From an optimization exercise on the open Yosys and OpenROAD flow, aimed at small area; shortcuts taken in it are not production practice. RTL that was checked went through simulation tests only; none was proved equivalent to the original. For run 2, only the layout was checked, not whether the RTL still works. No activity file was given, so power comes from the tool's default toggle rates.

[flow/run.sh]
#!/bin/bash
# synth_recipe.tcl (not shown) runs the flow's synth.tcl, then flattens the netlist and writes it again
# the make line also repeats each setting of config.mk as NAME=value (left out here)
make -C /OpenROAD-flow-scripts/flow DESIGN_CONFIG=/design/flow/config.mk WORK_HOME=/design/flow/orfs CLKGATE_MAP_FILE= SYNTH_SCRIPT=/design/flow/synth_recipe.tcl finish
[flow/config.mk]
export PLATFORM = sky130hd
export DESIGN_NAME = fir_filt
export DESIGN_NICKNAME = fir_filt
export VERILOG_FILES = /design/flow/design.v
export SDC_FILE = /design/flow/constraint.sdc
export NUM_CORES = 4
export LEC_CHECK = 0
export CAP_MARGIN = 20
export CORE_MARGIN = 2
export CORE_UTILIZATION = 40
export SLEW_MARGIN = 20
[flow/constraint.sdc]
create_clock -name core_clock -period 10.0 [get_ports {clk}]
set_input_delay 2.0000 -clock core_clock [delete_from_list [all_inputs] [get_ports {clk}]]
set_output_delay 2.0000 -clock core_clock [all_outputs]
set_load 0.01 [all_outputs]
[flow/design.v]
module fir_filt
#(
	parameter sig_width = 12,
	parameter reg_width = 32,
	parameter coef_width = 24,
	parameter coef_count = 8,
	localparam coef_id_w = $clog2(coef_count),
	parameter max_shift = 32,
	localparam max_shift_w = $clog2(max_shift)
)
(
	input rst,
	input flush,
	input clk,
	input [coef_id_w-1:0] addr,
	input [coef_width-1:0] coef,
	input coef_ready,
	output reg coef_done,
	output [coef_width-1:0] coef_r,
	input result_shift_ready,
	input [max_shift_w-1:0] result_shift_i,
	output reg result_shift_done,
	output reg [max_shift_w-1:0] result_shift,
	input conv_done,
	input [sig_width-1:0] adc_in_a,
	input [sig_width-1:0] adc_in_b,
	output [sig_width-1:0] filt_out_a,
	output [sig_width-1:0] filt_out_b,
	output reg filt_done
);
	integer i;
	reg cc_r;
	always @(posedge clk) cc_r <= conv_done;
	wire take = conv_done & ~cc_r & ~flush & ~rst;	 
	wire clr = rst | flush;
	reg [coef_width-1:0] coeffs [0:coef_count-1];
	always @(posedge clk) begin
		for (i = 0; i < coef_count; i = i + 1)
			if (rst)
				coeffs[i] <= (i == 0) ? 1 : 0;
			else if (coef_ready && addr == i)
				coeffs[i] <= coef;
		coef_done <= ~rst & coef_ready;
	end
	reg [coef_id_w-1:0] addr_r;
	always @(posedge clk) addr_r <= addr;
	assign coef_r = coeffs[addr_r];
	always @(posedge clk) begin
		if (rst)
			result_shift <= 0;
		else if (result_shift_ready)
			result_shift <= result_shift_i;
		result_shift_done <= ~rst & result_shift_ready;
	end
	reg [2:0] cnt;
	reg live;		 
	wire idle = (cnt == 7);
	always @(posedge clk) begin
		if (rst)
			cnt <= 7;
		else if (take | ~idle)
			cnt <= cnt + 1;
		live <= ~clr & (take | live);
		filt_done <= ~clr & live & (cnt == 5);
	end
	reg [2:0] ha;
	reg [3:0] nv;
	always @(posedge clk) begin
		if (clr) nv <= 0;
		else if (take && nv != 8) nv <= nv + 1;
		if (rst) ha <= 0;
		else ha <= (ha + 1 + take) % 7;
	end
	wire [2:0] hs = idle ? ((ha == 6) ? 0 : ha + 1) : ha;
	wire last = (cnt == 6);			 
	wire [2:0] hage = (hs == 0 && !last) ? 7 : hs;
	wire [3:0] nvs = idle ? ((nv == 8) ? 8 : nv + 1) : nv;
	wire head_ok = {1'b0, hage} < nvs;
	wire ins = (hs == 0) & (take | (cnt < 6));	 
	reg [sig_width-1:0] ring_a [0:6];
	reg [sig_width-1:0] ring_b [0:6];
	reg [sig_width-1:0] stg_a, stg_b;
	wire [sig_width-1:0] head_a = head_ok ? ring_a[6] : 0;
	wire [sig_width-1:0] head_b = head_ok ? ring_b[6] : 0;
	always @(posedge clk) begin
		if (take) begin
			stg_a <= adc_in_a;
			stg_b <= adc_in_b;
		end
		for (i = 1; i < 7; i = i + 1) begin
			ring_a[i] <= ring_a[i-1];
			ring_b[i] <= ring_b[i-1];
		end
		ring_a[0] <= ins ? (take ? adc_in_a : stg_a) : head_a;
		ring_b[0] <= ins ? (take ? adc_in_b : stg_b) : head_b;
	end
	wire [coef_id_w-1:0] cidx = last ? 0 : hage;
	wire [coef_width-1:0] cm = coeffs[cidx];
	wire [sig_width-1:0] xa = last ? stg_a : head_a;
	wire [sig_width-1:0] xb = last ? stg_b : head_b;
	reg [reg_width-1:0] acc_a, acc_b;
	wire [reg_width-1:0] sum_a = (idle ? 0 : acc_a) + xa * cm;
	wire [reg_width-1:0] sum_b = (idle ? 0 : acc_b) + xb * cm;
	always @(posedge clk) begin
		acc_a <= sum_a;
		acc_b <= sum_b;
	end
	wire [reg_width-1:0] sh_a = sum_a >> result_shift;
	wire [reg_width-1:0] sh_b = sum_b >> result_shift;
	assign filt_out_a = sh_a[sig_width-1:0];
	assign filt_out_b = sh_b[sig_width-1:0];
endmodule
==> results.sh, run 1 <==
export IMPL_finalNetCount=6092
export IMPL_clk_pin_slew_ns=0.07
export IMPL_syn_to_final_growth_pct=32.3
export IMPL_port_buffers=117
export IMPL_maxSlewHeadroom_pct=25.5
export IMPL_io_pins=118
export IMPL_yosysSeqAreaShare_pct=23.9
export IMPL_crit_type="register to register"
export IMPL_cts_hold_buf=0
export IMPL_core_um2=98100
export IMPL_p_comb_share_pct=80.9
export IMPL_drtIter0Drc=3015
export IMPL_antenna_left=0
export IMPL_die_height_um=318
export IMPL_setup_slack_ns=-1.50
export IMPL_dp_cells=6485
export IMPL_yosys_cell_types_count=86
export IMPL_synth_edf_count=0
export IMPL_cts_root_buf="clkbuf_16"
export IMPL_ys_ff_latch=471
export IMPL_grt_max_degree=95
export IMPL_overflow=0
export IMPL_power_density_nw_per_um2=440
export IMPL_instances_no_fill=6732
export IMPL_fin_crit_sh_pct=115
export IMPL_ir_drop_mv=0.303
export IMPL_dieArea_um2=101000
export IMPL_cp_required_ns=10.51
export IMPL_cts_sinks=471
export IMPL_rsz0062_at_grt="yes"
export IMPL_hold_class="register to register"
export IMPL_place_gp_congestion=0.945
export IMPL_dr_pass1_iters=6
export IMPL_track_usage_pct=26.7
export IMPL_syn_cell_area_um2=39500
export IMPL_post_route_min_period_ns=11.50
export IMPL_num_vias=36180
export IMPL_cts_tree="built"
export IMPL_finalWirelength_um=137000
export IMPL_critPathMaxFanout=11
export IMPL_critPathCaptureType="register"
export IMPL_wl_per_cell_um=20.4
export IMPL_finalMaxSlewViolations=0
export IMPL_max_stage_delay_ns=0.58
export IMPL_ys_flop_type="dfxtp_1"
export IMPL_share_seq_of_total_power_pct=10.5
export IMPL_vias_per_cell=5.37
export IMPL_first_global_vias=37063
export IMPL_setup_viol=25
export IMPL_maxCapViolCount=0
export IMPL_yosysWarnings=4
export IMPL_fin_skew_ns=0.0484
export IMPL_startpoint_type="register"
export IMPL_swShare_pct=46.1
export IMPL_status="complete, but fails checks"
export IMPL_die_w_um=318
export IMPL_finalPower_w=0.0230
export IMPL_core_rowCount=115
export IMPL_synthArstFlopShare_pct=0
export IMPL_postSynthAreaPerCell_um2=8.35
export IMPL_cp_slowest_cell="fa_1"
export IMPL_critPathMostFrequentCell="buf_4"
export IMPL_synth_nets=5421
export IMPL_htree_levels=2
export IMPL_final_layout_size_suffix_gt1_share_pct=25.5
export IMPL_grt_pass1_wl_um=211000
export IMPL_timing_fmax_mhz=87.0
export IMPL_floorplan_initialDensity_pct=40.3
export IMPL_leakagePower_nw=23.4
export IMPL_tightest_slew_ns=1.11
export IMPL_pwr_share_clk_pct=8.6
export IMPL_netlist_instances=4732
export IMPL_cts_buffer_depth=3
export IMPL_drcViolationCount=0
export IMPL_crit_arrival_ns=12.00
export IMPL_intPower_w=0.0124
export IMPL_dp_hpwl_um=101000
export IMPL_clock_latency_ns=0.65
export IMPL_cts_buffers=52
export IMPL_p_switching_w=0.0106
export IMPL_violatedChecks="negative setup slack"
export IMPL_hold_viol_final=0
export IMPL_antenna_found_initial=1
export IMPL_diodes=0
export IMPL_fin_util_pct=53.3
[cell usage in the layout, fill, tap and decap left out, types with 32 or more instances in the layout]
master,count
nand2_1,905
buf_4,666
inv_1,602
fa_1,465
dfxtp_1,462
nor2_1,341
a21oi_1,321
ha_1,102
clkdlybuf4s50_1,92
mux2i_1,80
buf_12,80
clkbuf_16,54
o21ai_0,52
nor2b_1,51
mux2_2,45
and2_1,45
a21o_1,44
buf_6,44
nand3_1,41
xnor2_1,36
inv_2,35
o21a_1,33
mux4_2,32
[area by class of cell]
class	count	area (µm²)
clock buffers	70	1420
clock inverters	26	339
multi-input cells	3328	28700
well taps	1287	1610
flip-flops and latches	471	9450
repair buffers	912	8310
fillers	9023	45900
inverters	638	2390
[sequential cells by signal, summed over array words and instances (netlist names), 3 cells and up]
register,flops
ring_b,84
acc_b,32
nv,4
coeffs,192
acc_a,32
result_shift,5
ring_a,84
stg_a,12
stg_b,12
cnt,3
ha,3
addr_r,3
[Yosys cell counts (all sizes together), types with 46 or more instances]
library cell	instances	share of area, %
a21o	46	0.87
mux2	48	1.4
ha	137	4.3
and2	51	0.81
nor2b	53	0.84
fa	490	25
nor2	374	3.6
o21ai	104	1.3
mux2i	91	2.3
dfxtp	471	24
a21oi	350	4.4
nand2	944	9.0
inv	637	6.1
clkbuf	260	2.5
xnor2	47	1.0
[worst max-delay path: cells and delay by family (launching register included)]
kind	cells	cell delay [ns]
flip-flops	1	0.35
buffers and inverters	45	5.63
AO/OA/AOI/OAI	7	1.06
XOR/XNOR	1	0.22
adder cells (fa/ha/maj)	8	2.94
AND/OR/NAND/NOR	6	1.09
[metrics by stage]
step / setup TNS (ns) / hold slack, ns / worst slack (ns) / area [µm²]
3_3_place_gp: -31.30 / 0.310 / -1.47 / 47700
6_report: -32.73 / 0.315 / -1.50 / 52300
3_5_place_dp: -32.23 / 0.312 / -1.55 / 47700
5_1_grt: -40.70 / 0.322 / -1.83 / 52300
4_1_cts: -29.91 / 0.317 / -1.39 / 51100
2_1_floorplan: -12.76 / 0.310 / -0.794 / 40700
[layer usage]
layer | GRT usage, % | vias to the layer above | part of all wire (%)
met4 | 13.2 | 2 | 5.4
met5 | 0 | - | 0.0087
met1 | 33.5 | 17861 | 40
li1 | - | 16570 | -
met2 | 44.2 | 1424 | 47
met3 | 4.90 | 323 | 8.4
[power by group through the flow]
stage,Clock (W),Sequential (W),Combinational [W]
5_1_grt,0.00210,0.00245,0.0201
3_5_place_dp,0,0.00245,0.0156
6_report,0.00199,0.00241,0.0186
4_1_cts,0.00202,0.00241,0.0174
3_3_place_gp,0,0.00244,0.0154
2_1_floorplan,0,0.00241,0.00866
[cells by family after synthesis]
logic type | count (synthesis) | share of synthesized area, %
simple gates | 1616 | 17.1
fa+ha+maj | 627 | 29.2
buf+inv | 933 | 8.96
xor+xnor | 70 | 1.64
flops | 471 | 23.9
compound gates | 844 | 13.8
mux | 171 | 5.51
[final timing paths]
path	from	endpoint	slack, ns	cells after the start
setup / recovery	cnt[0]$_SDFFE_PP1P_	acc_b[21]$_DFF_P_	-1.50	67
hold / removal	ring_a[5][0]$_DFF_P_	ring_a[6][0]$_DFF_P_	0.32	0
setup reg to reg	cnt[0]$_SDFFE_PP1P_	acc_b[21]$_DFF_P_	-1.50	67
hold reg to reg	ring_a[5][0]$_DFF_P_	ring_a[6][0]$_DFF_P_	0.32	0
[timing repair]
action                                  CTS  global route
setup buffers                            97            55
endpoints found under the setup margin   24            25
gates cloned                              3             2
gates resized for setup                 289           163
pin swaps                                92           119
==> run 2, diff against run 1 <==
==> flow/design.v (replaced) <==
module fir_filt
#(
	parameter sig_width = 12,
	parameter reg_width = 32,
	parameter coef_width = 24,
	parameter coef_count = 8,
	localparam coef_id_w = $clog2(coef_count),
	parameter max_shift = 32,
	localparam max_shift_w = $clog2(max_shift),
	parameter stages = 4,
	localparam op_per_stage = coef_count/stages
)
(
	input rst,         
	input flush,       
	input clk,         
	input [coef_id_w-1:0] addr,          
	input [coef_width-1:0] coef,         
	input coef_ready,                    
	output reg coef_done,                
	output reg [coef_width-1:0] coef_r,  
	input result_shift_ready,						 
	input [max_shift_w-1:0] result_shift_i,			 
	output reg result_shift_done,					 
	output reg [max_shift_w-1:0] result_shift,	 
	input conv_done,								 
	input [sig_width-1:0] adc_in_a,					 
	input [sig_width-1:0] adc_in_b,					 
	output reg [sig_width-1:0] filt_out_a,			 
	output reg [sig_width-1:0] filt_out_b,			 
	output reg filt_done							 
);
	reg [coef_width-1:0] coeffs [0:coef_count-1];		 
	reg [sig_width-1:0] shift_reg_a [0:coef_count-1];	 
	reg [sig_width-1:0] shift_reg_b [0:coef_count-1];	 
	reg [reg_width-1:0] mac_a [stages-1:0];							 
	reg [reg_width-1:0] mac_b [stages-1:0];							 
	reg [stages:0] mac_valid;										 
	reg cc_r; always @(posedge clk) cc_r <= conv_done;
	wire cc_rising = {cc_r, conv_done} == 2'b01;
	integer i;
	always @(posedge clk) begin
		if (rst) begin
			coeffs[0] <= 1;   
			for (i = 1; i < coef_count; i = i + 1) coeffs[i] <= 0;   
			coef_done <= 0;
		end else if (coef_ready) begin
			coeffs[addr] <= coef;
			coef_done <= 1;
		end else begin
			coef_r <= coeffs[addr];
			coef_done <= 0;
		end
	 end
	always @(posedge clk) begin
		if (rst) begin
			result_shift <= 0;
			result_shift_done <= 0;
		end else if (result_shift_ready) begin
			result_shift <= result_shift_i;
			result_shift_done <= 1;
		end else begin
			result_shift_done <= 0;
		end
	end
	integer j, k;
	always @(posedge clk) begin
		if (rst | flush) begin
			for (j = 0; j < coef_count; j = j + 1) begin
				shift_reg_a[j] <= 0;
				shift_reg_b[j] <= 0;
			end
		end else if (cc_rising) begin
			for (k = coef_count-1; k > 0; k = k - 1) begin
				shift_reg_a[k] <= shift_reg_a[k-1];
				shift_reg_b[k] <= shift_reg_b[k-1];
			end
			shift_reg_a[0] <= adc_in_a;
			shift_reg_b[0] <= adc_in_b;
		end
	end
	integer l, m, stage;
	reg [reg_width-1:0] part_a [stages-1:0];
	reg [reg_width-1:0] part_b [stages-1:0];
	always @(*) begin
		for (l = 0; l < stages; l = l + 1) begin
			part_a[l] = (l == 0) ? {reg_width{1'b0}} : mac_a[(l == 0) ? 0 : l - 1];
			part_b[l] = (l == 0) ? {reg_width{1'b0}} : mac_b[(l == 0) ? 0 : l - 1];
		end
		for (m = 0; m < coef_count; m = m + 1) begin
			stage = m / op_per_stage;
			part_a[stage] = part_a[stage] + shift_reg_a[m] * coeffs[m];
			part_b[stage] = part_b[stage] + shift_reg_b[m] * coeffs[m];
		end
	end
	always @(posedge clk) begin
		if (rst | flush) begin
			for (l = 0; l < stages; l = l + 1) begin
				mac_a[l] <= 0;
				mac_b[l] <= 0;
			end
			mac_valid <= 0;
		end else begin
			mac_valid <= {mac_valid[stages-1:0], cc_rising};
			for (l = 0; l < stages; l = l + 1) begin
				if (mac_valid[l]) begin
					mac_a[l] <= part_a[l];
					mac_b[l] <= part_b[l];
				end
			end
		end
	end
	always @(posedge clk) begin
		if (rst | flush) begin
			filt_out_a <= 0;
			filt_out_b <= 0;
			filt_done <= 0;
		end else if (mac_valid[stages]) begin
			if (result_shift != 0) begin
				filt_out_a <= mac_a[stages-1] >> result_shift;
				filt_out_b <= mac_b[stages-1] >> result_shift;
			end else begin
				filt_out_a <= mac_a[stages-1][sig_width-1:0];
				filt_out_b <= mac_b[stages-1][sig_width-1:0];
			end
			filt_done <= 1;
		end else begin
			filt_done <= 0;
		end
	end
endmodule
==> run 2 against run 1 <==
Compared with the run above:
- the run now finishes clean
- worst hold slack better by 0.14 ns
- highest routed layer unchanged
- synthesized cell count grew to 3.9 times the previous value
- area after synthesis grew to 4.3 times the previous value
- critical path type unchanged
- non-clock buffer count is 356 lower
==> results.sh, run 2 <==
export IMPL_critPathMostFrequentCell="fa_1"
export IMPL_crit_arrival_ns=8.88
export IMPL_hold_start="shift_reg_b[4][3]$_SDFFE_PP0P_"
export IMPL_finalWirelength_um=571000
export IMPL_cts_tree="built"
export IMPL_fin_util_pct=42.9
export IMPL_cts_hold_buf=0
export IMPL_postSynthAreaPerCell_um2=9.16
export IMPL_fin_skew_ns=0.105
export IMPL_yosys_cell_types_count=81
export IMPL_synth_nets=23401
export IMPL_die_w_um=655
export IMPL_port_buffers=117
export IMPL_post_route_min_period_ns=8.20
export IMPL_critPathCaptureType="register"
export IMPL_drcViolationCount=0
export IMPL_yosysSeqAreaShare_pct=9.58
export IMPL_cts_sinks=702
export IMPL_final_cell_mix="inv_1, fa_1, nand2_1"
export IMPL_synth_edf_count=216
export IMPL_dp_hpwl_um=457000
export IMPL_top_regs="coeffs x192, mac_a x128, mac_b x128"
export IMPL_synth_xor_area_share_pct=1.72
export IMPL_antenna_left=0
export IMPL_yosysWarnings=7
export IMPL_maxSlewHeadroom_pct=15.3
export IMPL_dr_pass1_iters=6
export IMPL_final_layout_size_suffix_gt1_share_pct=4.25
export IMPL_io_pins=118
export IMPL_yosysTopAreaCellShare_pct=48.0
export IMPL_first_global_vias=132437
export IMPL_yosysTopAreaCell="fa_1"
export IMPL_synth_common_cells="inv_1, fa_1, nand2_1"
export IMPL_grt_pass1_wl_um=859000
export IMPL_maxCapViolCount=0
export IMPL_wl_per_cell_um=24.0
export IMPL_synth_area_leaders="fa_1, inv_1, and2_1"
export IMPL_largest_reg_flops=192
export IMPL_cts_resized=0
export IMPL_whs_path_depth=2
export IMPL_htree_levels=3
export IMPL_syn_cell_area_um2=169000
export IMPL_drtIter0Drc=10194
export IMPL_synthSimpleGateAreaFrac_pct=16.9
export IMPL_dieArea_um2=428000
export IMPL_tightest_slew_ns=1.27
export IMPL_intPower_w=0.00557
export IMPL_startpoint_type="register"
export IMPL_timing_fmax_mhz=122
export IMPL_cp_slowest_cell="edfxtp_1"
export IMPL_crit_chain="buf_4 > nand2_1 > fa_1 > fa_1 > inv_1 > fa_1 > fa_1 > fa_1 > fa_1 > inv_1 > fa_1 > inv_1 > ha_1 > nand2_1 > o21ai_0 > a31oi_1 > o31a_1 > o221ai_1 > o41ai_1 > o21ai_0 > xnor2_1 > o21ai_0"
export IMPL_critPathMaxFanout=14
export IMPL_setup_viol=0
export IMPL_num_vias=124940
export IMPL_clk_pin_slew_ns=0.06
export IMPL_finalNetCount=22979
export IMPL_overflow=0
export IMPL_cp_buffers_inverters=4
export IMPL_synth_compound_area_share_pct=3.83
export IMPL_ys_flop_type="dfxtp_1"
export IMPL_ir_drop_mv=0.144
export IMPL_core_rowCount=238
export IMPL_fin_crit_sh_pct=82.0
export IMPL_ys_ff_latch=702
export IMPL_final_common_cell="inv_1"
export IMPL_cp_required_ns=10.67
export IMPL_pwr_share_clk_pct=45.1
export IMPL_cts_buffers=103
export IMPL_leakagePower_nw=90.0
export IMPL_syn_to_final_growth_pct=6.70
export IMPL_post_cts_repair_setup_buffers=0
export IMPL_power_density_nw_per_um2=48.2
export IMPL_synth_top_family_by_area="adder cells"
export IMPL_critical_path_reg2reg_endpoint="mac_a[0][31]$_SDFFE_PP0P_"
export IMPL_synthArstFlopShare_pct=0
export IMPL_netlist_instances=18483
export IMPL_clock_latency_ns=0.91
export IMPL_hold_end="shift_reg_b[4][3]$_SDFFE_PP0P_"
export IMPL_status="complete, no violations"
export IMPL_r2r_setup_slack_ns=1.80
export IMPL_track_usage_pct=27.1
export IMPL_max_stage_delay_ns=1.04
export IMPL_p_switching_w=0.00313
export IMPL_swShare_pct=36.0
export IMPL_setup_tns_ns=0
export IMPL_crit_family="adder cells"
export IMPL_synth_mux_area_share_pct=2.12
export IMPL_r2r_start="coeffs[1][2]$_SDFFCE_PN0P_"
export IMPL_synthAdderAreaFrac_pct=53.9
export IMPL_place_gp_congestion=0.965
export IMPL_hold_class="register to register"
export IMPL_share_seq_of_total_power_pct=37.5
export IMPL_synth_most_common_cell="inv_1"
export IMPL_r2r_worst_path_cells=22
export IMPL_crit_type="register to register"
export IMPL_hold_viol_final=0
export IMPL_rsz0062_at_grt="no"
export IMPL_core_um2=421000
export IMPL_grt_max_degree=170
export IMPL_antenna_found_initial=65
export IMPL_top_register="coeffs"
export IMPL_cts_buffer_depth=4
export IMPL_vias_per_cell=5.24
export IMPL_p_comb_share_pct=17.4
export IMPL_finalMaxSlewViolations=0
export IMPL_cts_root_buf="clkbuf_16"
export IMPL_die_height_um=655
export IMPL_floorplan_initialDensity_pct=40.2
run 2: cell types whose count changed in the layout (fill, tap and decap cells not counted), moves of 248 or more:
cell | before | now
fa_1 | 465 | 4056
buf_4 | 666 | 418
ha_1 | 102 | 800
inv_1 | 602 | 4293
nand2_1 | 905 | 2988
and2_1 | 45 | 2107
run 2: power groups by stage:
stage / clock (W) / combinational, W / sequential [W]
after floorplan: 0 / 0.000739 / 0.00312
after global placement: 0 / 0.00144 / 0.00332
after detailed placement: 0 / 0.00147 / 0.00331
after CTS: 0.00400 / 0.00147 / 0.00325
after global routing: 0.00408 / 0.00158 / 0.00326
final: 0.00393 / 0.00151 / 0.00326
run 2: worst max path at each step:
stage / to / startpoint / depth (start not counted) / slack (ns)
2_1_floorplan: mac_b[3][24]$_SDFFE_PP0P_ / shift_reg_b[7][3]$_SDFFE_PP0P_ / 25 / 3.12
3_3_place_gp: mac_a[0][31]$_SDFFE_PP0P_ / coeffs[0][2]$_SDFFCE_PN0P_ / 21 / 1.79
3_5_place_dp: mac_a[0][31]$_SDFFE_PP0P_ / coeffs[1][4]$_SDFFCE_PN0P_ / 22 / 1.96
4_1_cts: mac_a[0][31]$_SDFFE_PP0P_ / coeffs[0][6]$_SDFFCE_PN0P_ / 21 / 1.93
5_1_grt: mac_a[0][31]$_SDFFE_PP0P_ / coeffs[0][6]$_SDFFCE_PN0P_ / 23 / 1.45
6_report: mac_a[0][31]$_SDFFE_PP0P_ / coeffs[1][2]$_SDFFCE_PN0P_ / 22 / 1.80
run 2: stage by stage:
step	power, W	std cells	hold WS (ns)	setup slack (ns)	instance area [µm²]
finish	0.00870	23836	0.453	1.80	181000
global route	0.00891	23808	0.472	1.45	181000
CTS	0.00872	23781	0.454	1.93	180000
floorplan	0.00386	18483	0.425	3.12	169000
global placement	0.00477	23585	0.442	1.79	177000
detailed placement	0.00478	23594	0.447	1.96	177000
run 2: cells by family (layout without fill, tap and decap cells):
kind of cell               Yosys count  in the layout
DFF                                702            702
and+or+nand+nor                   5928           5928
xor gates and xnor gates           333            333
muxes                              272            272
AOI/OAI and AO/OA                 1012           1012
other                                0             53
adders and majority gates         4856           4856
buffers and inverters             5380           5040
run 2: area by class of cell:
class,count,area (µm²)
Timing Repair Buffer,556,4660
Fill cell,41318,240000
Clock inverter,65,682
Clock buffer,122,2750
Tap cell,5640,7060
Multi-Input combinational cell,12401,133000
Sequential cell,702,16300
Inverter,4297,16100
Antenna cell,53,133
run 2: metal layers:
layer / vias to the layer above / track usage (%) / share of wire, %
met5: - / 0 / 0.036
met1: 65085 / 33.3 / 37
li1: 52976 / - / -
met3: 1353 / 5.40 / 8.5
met4: 18 / 16.9 / 7.7
met2: 5508 / 43.9 / 46
run 2: worst min-delay path, delay by kind of cell, from the launching register on:
family / cells / cell delay, ns
AND/OR/NAND/NOR: 1 / 0.05
flip-flops: 1 / 0.30
AO/OA/AOI/OAI: 1 / 0.05

## static timing again, ports no longer ideal
How much do the figures lean on ideal ports? The routed layouts below were timed once more, with nothing changed but the port constraints.
Step 1 (the two cells are an assumption about what drives the block):
set clk [get_ports {clk}]
set_driving_cell -lib_cell sky130_fd_sc_hd__clkbuf_16 $clk
set_driving_cell -lib_cell sky130_fd_sc_hd__buf_2 [delete_from_list [all_inputs] $clk]
Step 2 times the ports against the registers' clock, not the clock port: input delays grow and output delays shrink by t, the midpoint of the rising clock arrivals with the driver on.
Three values: ideal, step 1, step 2; two values: the first two.
| run | t (ns) | setup WS [ns] | worst setup path after step 2 |
|---|---|---|---|
| run 1 | 0.694 | -1.498 / -1.528 / -1.498 | register to register |
| run 2 | 0.963 | 1.796 / 1.796 / 1.796 | register to register |
